Source: an optimization exercise on an open RTL-to-GDS flow (aim: small area and a short achievable clock period). Production flows keep margins and buffers that such runs may drop.
Where RTL was checked, it was by simulation tests only, not by an equivalence proof against the original.

Design fft_complex_compute, start of the top module:
module fft_complex_compute #(
  parameter DATA_WIDTH = 32
) (
  input  logic clk,
  input  logic [DATA_WIDTH-1:0] x_N,
  input  logic [DATA_WIDTH-1:0] x_M,
  input  logic [DATA_WIDTH-1:0] w_N,
  output logic [DATA_WIDTH-1:0] y_N,
  output logic [DATA_WIDTH-1:0] y_M
);
==> flow/config.mk <==
export PLATFORM = sky130hd
export DESIGN_NAME = fft_complex_compute
export DESIGN_NICKNAME = fft_complex_compute
export VERILOG_FILES = /design/flow/design.v
export SDC_FILE = /design/flow/constraint.sdc
export NUM_CORES = 4
export LEC_CHECK = 0
export ABC_AREA = 1
export CAP_MARGIN = 20
export CORE_MARGIN = 2
export CORE_UTILIZATION = 40
export SETUP_SLACK_MARGIN = 4.5
export SLEW_MARGIN = 20
export SYNTH_HIERARCHICAL = 1
export SYNTH_MINIMUM_KEEP_SIZE = 0
==> flow/constraint.sdc <==
create_clock -name core_clock -period 8.0 [get_ports {clk}]
set_input_delay 1.6000 -clock core_clock [delete_from_list [all_inputs] [get_ports {clk}]]
set_output_delay 1.6000 -clock core_clock [all_outputs]
set_load 0.01 [all_outputs]
run.sh (not shown) runs the stock make flow with config.mk's settings and CLKGATE_MAP_FILE= SYNTH_SCRIPT=/design/flow/synth_recipe.tcl, a recipe that flattens the netlist after the stock synthesis.
The baseline completed with no timing, DRC or antenna violations.
==> next run, changes <==
SETUP_SLACK_MARGIN = 4.0   (was 4.5)
Die area is unchanged.
Via count fell by 1.5%.

* * *

Setup of try-lagoon:
fft_complex_compute again, from the RTL that the note above started with.
clock: 8.0 ns
lec_check: 0
abc_area: 1
cap_margin: 20
core_margin: 2
core_utilization: 40
cts_buf_list: sky130_fd_sc_hd__clkbuf_8
setup_slack_margin: 4.5
slew_margin: 20
synth_hierarchical: 1
synth_minimum_keep_size: 0
Input-level comparison between try-nickel and try-lagoon:
- swapping 4.5 for 5.0 in SETUP_SLACK_MARGIN
- clearing CTS_BUF_LIST, which used to be sky130_fd_sc_hd__clkbuf_8
Findings:
- Across both runs, final wirelength was higher for try-nickel than for try-lagoon.
- Clock tree buffer count of the final layout (higher): try-lagoon
- The final cell count without fillers of try-nickel exceeds that of try-lagoon by 2.5%.
- Against try-lagoon, try-nickel reports a required time of the critical path that is lower.
- When try-nickel is measured against try-lagoon, its critical path depth turns out 4 higher.
- Going from try-lagoon to try-nickel, maximum frequency up 5.5%; minimum clock period after layout shows a reduction of 0.18 ns.
### try-nickel -> try-raven
- SETUP_SLACK_MARGIN now 4.5, was 5.0
- PLACE_DENSITY now 0.7, previously not set
- CORE_UTILIZATION now 60, was 40
[summary]
Average wire per standard cell (lower): try-raven. Count of TritonRoute iterations in the first routing pass: try-raven < try-nickel. Cmp try-raven and try-nickel / number of cells on the critical path / lower: try-raven. try-raven ends up with lower layout net count than try-nickel does. In the flow results for try-raven and try-nickel, the register area is larger on try-nickel. Comparing try-raven and try-nickel, the lower number of clock buffers in the layout was measured on try-raven. Looking at cell type of the slowest stage on the worst timing path, the buf_4 result is from try-raven; the fa_1 one comes from try-nickel. try-nickel has a higher number of placement rows than try-raven. Against try-nickel, the final cell area of try-raven is lower. Max multi-input gate share of the layout cell area across try-raven and try-nickel: try-raven.
## Diff of input files: try-garnet against try-raven
- a deleted PLACE_DENSITY that had been 0.7
- a change of SETUP_SLACK_MARGIN from 4.5 to 4.7
- a change of CORE_UTILIZATION from 60 to 40
## What came out
No stage failed in try-garnet, and the final checks on the layout all came back clean.
try-garnet against try-raven: worst endpoint required time dropped 0.04 ns; sum of buffers and inverters on the critical path climbed 1; total area of multi-input combinational cells climbed 820 um^2.
Lower detailed-route vias per instance among try-raven and try-garnet: try-garnet
The core of try-garnet is less densely filled than that of try-raven.

* * *

## build 8
fft_complex_compute, a different RTL version from the one above (not shown whole).
For scale: ~3300 cells after synthesis, ~160 I/O pins.
Design fft_complex_compute, start of the top module:
module fft_complex_compute #(
  parameter DATA_WIDTH = 32
) (
  input  logic clk,
  input  logic [DATA_WIDTH-1:0] x_N,
  input  logic [DATA_WIDTH-1:0] x_M,
  input  logic [DATA_WIDTH-1:0] w_N,
  output logic [DATA_WIDTH-1:0] y_N,
  output logic [DATA_WIDTH-1:0] y_M
);
clock: 8.0 ns
lec_check: 0
abc_area: 1
cap_margin: 20
core_margin: 2
core_utilization: 40
setup_slack_margin: 3.5
slew_margin: 20
synth_hierarchical: 1
synth_minimum_keep_size: 0
Build 8 reached the final stage; the timing, design-rule and antenna checks on its layout passed.
diff inputs: build 8 => build 51
--- a/flow/config.mk
+++ b/flow/config.mk
@@ -11,3 +11,2 @@
 export CORE_UTILIZATION = 40
-export SETUP_SLACK_MARGIN = 3.5
 export SLEW_MARGIN = 20
Results
- Reported for build 8 and build 51, tap cell count turned out identical to the last digit.
- Largest clock skew in the final design: build 8 vs build 51, no meaningful difference
- Between build 8 and build 51, minimum clock period after layout is lower for build 8, build 51 comes in above that.
- Final cell area: build 51 below build 8
Input changes introduced in build 22 (baseline for comparison: build 51):
--- a/flow/config.mk
+++ b/flow/config.mk
@@ -11,2 +11,3 @@
 export CORE_UTILIZATION = 40
+export SETUP_SLACK_MARGIN = 4.2
 export SLEW_MARGIN = 20
Notes after the runs:
On flip-flop and latch count after synthesis, build 22 tracks build 51 almost exactly.
Comparing build 22 and build 51, number of global-route vias before repair is higher on build 22.
In the tables for build 22 and build 51, smallest hold slack reads higher with build 51.
Compared with build 51, in build 22 relative area change from synthesis to final layout went up, global-route met1 utilization went up.
No run of this note included a check of the RTL's function; only the layout flow was run.

* * *

fft_complex_compute, a different RTL version from the one above (not shown whole).
For scale: ~3000 cells after synthesis, roughly 340 flip-flops, about 160 I/O pins.
Design fft_complex_compute, start of the top module:
module fft_complex_compute #(
  parameter DATA_WIDTH = 32
) (
  input  logic clk,
  input  logic [DATA_WIDTH-1:0] x_N,
  input  logic [DATA_WIDTH-1:0] x_M,
  input  logic [DATA_WIDTH-1:0] w_N,
  output logic [DATA_WIDTH-1:0] y_N,
  output logic [DATA_WIDTH-1:0] y_M
);
Settings: LEC_CHECK=0, ABC_AREA=1, CAP_MARGIN=20, CORE_MARGIN=2, CORE_UTILIZATION=40, CTS_CLUSTER_DIAMETER=120, CTS_CLUSTER_SIZE=20, SETUP_SLACK_MARGIN=4.4, SLEW_MARGIN=20, SYNTH_HIERARCHICAL=1, SYNTH_MINIMUM_KEEP_SIZE=0; clock period 8.0 ns.
standard.sh (not shown) runs the stock make flow with config.mk's settings and CLKGATE_MAP_FILE= SYNTH_SCRIPT=/design/flow/synth_recipe.tcl, a recipe that flattens the netlist after the stock synthesis.
==> flow/flow/run.sh <==
#!/bin/bash
# The standard layout (the standard.sh: ORFS synthesis through finish,
# unchanged), except that the port buffers that global placement inserts on
# every input and output are the platform's smallest buffer (buf_1) rather
# than the one buffer_ports picks by default.  Timing repair still resizes
# them where a path needs it.  The tools' output goes to standard.log.
set -euo pipefail
export BUFFER_PORTS_ARGS="-buffer_cell sky130_fd_sc_hd__buf_1"
bash standard.sh > standard.log 2>&1
==> next run, changes <==
SETUP_SLACK_MARGIN = 4.5   (was 4.4)
Cell area went up by 0.97%; first-iteration DRC count went up by 0.44%.

what the ideal ports hide:
The flow's constraints put no driver on any port. The routed layouts listed below were extracted and timed again, unchanged, in two steps.
Step 1 assumes that a clkbuf_16 drives the clock port and a buf_2 every other input.
Step 2 also shifts input and output timing later by t, the mid clock arrival at the registers, as if the neighbouring blocks saw the same clock.
Three values: no drivers, after step 1, after step 2; two values: the first two.
run	t (ns)	setup WS [ns]	latest minus earliest clock arrival (ns)
the first run of note 1	0.647	4.499 / 4.499 / 4.499	0.026 / 0.025
the second run of note 1	0.643	4.066 / 4.066 / 4.066	0.025 / 0.025
try-lagoon	0.747	4.478 / 4.478 / 4.478	0.054 / 0.054
try-nickel	0.650	4.662 / 4.662 / 4.662	0.027 / 0.026
try-raven	0.637	4.467 / 4.467 / 4.467	0.037 / 0.037
try-garnet	0.643	4.615 / 4.615 / 4.615	0.024 / 0.023
build 8	0.639	3.513 / 3.513 / 3.513	0.036 / 0.036
build 51	0.629	2.620 / 2.620 / 2.620	0.033 / 0.033
build 22	0.639	3.639 / 3.639 / 3.639	0.028 / 0.027
the first run of note 4	0.665	4.442 / 4.442 / 4.442	0.027 / 0.027
the second run of note 4	0.673	4.540 / 4.540 / 4.540	0.024 / 0.023
After both steps every run listed still meets setup and hold.
